What follows belongs to an exercise in optimizing a design on an open flow for small area and few clock cycles; a production flow would make more cautious choices. The RTL was checked by simulation tests, not by an equivalence proof against the original design.

==> flow/design.v (excerpt) <==
module  lae  ( start , inp1, inp2, inp3, inp4, key1, key2, key3, key4, nonce, Ain, Min, last, ck , outc, cout1, cout2, cout3, cout4, final_o, Tout1, Tout2, Tout3, Tout4, getdata) ;
input   start ;
input    [9:0]  inp1;
input    [9:0]  inp2;
input    [9:0]  inp3;
input    [9:0]  inp4;
input    [79:0]  key1;
input    [79:0]  key2;
input    [79:0]  key3;
input    [79:0]  key4;
input    [39:0]  nonce;
input    ck ;  
input    Ain ;
input    Min ;
input    last ;
output    outc ;
output    final_o;
output    [9:0] cout1 ;
output    [9:0] cout2 ;
output    [9:0] cout3 ;
output    [9:0] cout4 ;
output    [79:0] Tout1 ;   
output    [79:0] Tout2 ;
output    [79:0] Tout3 ;
output    [79:0] Tout4 ;
output    getdata;
wire    init ;
wire    getdata ;
wire    getdata0 ;
wire    outc ;
wire    final_o ;
wire    [4:0]   rcon;
lae_control  u_control  (
  .start   ( start   ) ,
  .ck      ( ck      ) ,
  .Ain     ( Ain     ) ,
  .Min     ( Min     ) ,
  .last    ( last    ) ,
  .init    ( init    ) ,
  .getdata ( getdata ) ,
  .getdata0( getdata0) ,
  .outc    ( outc    ) ,
  .final_o   ( final_o   ) ,
  .rcon    (rcon     )
) ;
lae_comb  u_comb  (
  .ck      ( ck       ), 
  .inp1    ( inp1     ), 
  .inp2    ( inp2     ), 
  .inp3    ( inp3     ), 
  .inp4    ( inp4     ), 
  .key1    ( key1     ),
  .key2    ( key2     ),
  .key3    ( key3     ),
  .key4    ( key4     ),
  .nonce   ( nonce    ), 
  .init    ( init     ) ,
  .getdata ( getdata  ) ,
  .getdata0( getdata0 ) ,
  .outc    ( outc     ) ,
  .final_o   ( final_o    ) ,
  .rcon    (rcon      ),
  .c1      (cout1     ),
  .c2      (cout2     ),
  .c3      (cout3     ),
  .c4      (cout4     ),
  .T1      (Tout1     ),
  .T2      (Tout2     ),
  .T3      (Tout3     ),
  .T4      (Tout4     )
) ;
endmodule
For scale: roughly 11000 cells after synthesis, roughly 650 flip-flops, about 770 I/O pins, about 61000 um^2 of cells after synthesis.
export LEC_CHECK = 0
export CAP_MARGIN = 10
export CORE_MARGIN = 2
export CORE_UTILIZATION = 55
export SLEW_MARGIN = 10
create_clock -name core_clock -period 6.0 [get_ports {ck}]
standard.sh (not shown) runs the stock make flow with config.mk's settings and CLKGATE_MAP_FILE= SYNTH_SCRIPT=/design/flow/synth_recipe.tcl, a recipe that flattens the netlist after the stock synthesis.
==> flow/flow/run.sh <==
#!/bin/bash
# Own layout flow: the standard flow (standard.sh), with
#  - synthesis: the standard synthesis script, but with an area-oriented abc
#    script (flow/area.abc) for the technology mapping;
#  - port buffers: the smallest buffer (buf_1) instead of clkdlybuf4s50_1;
#  - CTS: no dummy loads, small clock buffers.
# Each tool's log is under orfs/logs/; make's output goes to flow_make.log.
set -euo pipefail
W=$(pwd)
sed "s#@ABC@#$W/flow/area.abc#" flow/abc_proc.tcl > "$W/own_synth.tcl"
cat synth_recipe.tcl >> "$W/own_synth.tcl"
sed "s#SYNTH_SCRIPT=[^ ]*#SYNTH_SCRIPT=$W/own_synth.tcl#" standard.sh > "$W/own_standard.sh"
grep -q "SYNTH_SCRIPT=$W/own_synth.tcl" "$W/own_standard.sh"
export BUFFER_PORTS_ARGS="-buffer_cell sky130_fd_sc_hd__buf_1"
export CTS_ARGS="-sink_clustering_enable -repair_clock_nets -dont_use_dummy_load -buf_list {sky130_fd_sc_hd__clkbuf_4}"
bash "$W/own_standard.sh" > "$W/flow_make.log" 2>&1
==> flow/flow/abc_proc.tcl <==
# Area-oriented technology mapping: every abc call of the standard synthesis
# script runs flow/area.abc in place of the ORFS script it names.
proc abc {args} {
  set i [lsearch -exact $args -script]
  if { $i >= 0 } {
    set args [lreplace $args [expr { $i + 1 }] [expr { $i + 1 }] {@ABC@}]
  }
  puts "abc (area script): $args"
  yosys abc {*}$args
}
==> flow/flow/area.abc <==
strash
balance; rewrite; refactor; balance; rewrite; rewrite -z; balance; refactor -z; rewrite -z; balance
balance; rewrite; refactor; balance; rewrite; rewrite -z; balance; refactor -z; rewrite -z; balance
dch
amap -F 4 -A 8
The baseline completed with no timing, DRC or antenna violations.
Testbench counts at the start, summed over its fixed seeds: cycles 15,253.
Then changed:
CORE_UTILIZATION = 60   (was 55)
PLACE_DENSITY = 0.66   (was unset)
Effect:
- The new run passed the timing, DRC and antenna checks
- via count rose by 1.2%
- cell count went down by 0.99%
- core utilization climbs by 5.3 points
- count of clock-buffer cells in the layout goes down by 5
- critical path depth falls by 15
- setup slack improved by 0.0088 ns
- routed wire length is lower by 2.4%
- non-clock buffer count fell by 34
- maximum frequency hardly moves

==> port drivers added, routing unchanged <==
The results above use ideal ports. As a check the final layouts listed here were re-extracted and re-timed, cells and wires unchanged. Step 1 (the two cells are an assumption about what drives the block):
set clk [get_ports {ck}]
set_driving_cell -lib_cell sky130_fd_sc_hd__clkbuf_16 $clk
set_driving_cell -lib_cell sky130_fd_sc_hd__buf_2 [delete_from_list [all_inputs] $clk]
Step 2 adds t to the input delays and takes it off the output delays; t is the mean of the earliest and latest rising clock arrival at the registers after step 1. Input paths then give back, and output paths get back, about the clock's delay inside the block. Slacks: ideal / step 1 / step 2; pairs: ideal / step 1.
run	t, ns	setup slack, ns	slew at the worst register clock pin (ns)	cell pins on the clock port's net
the first run	1.221	0.545 / 0.478 / -0.387	0.08 / 0.08	1
the second run	1.208	0.554 / 0.483 / -0.394	0.08 / 0.08	1
Met with ideal ports but missed after step 2: setup timing in the first run and the second run. For the second run, which loses most, drivers alone change the setup slack by -0.071 ns; drivers and shift together by -0.948 ns.
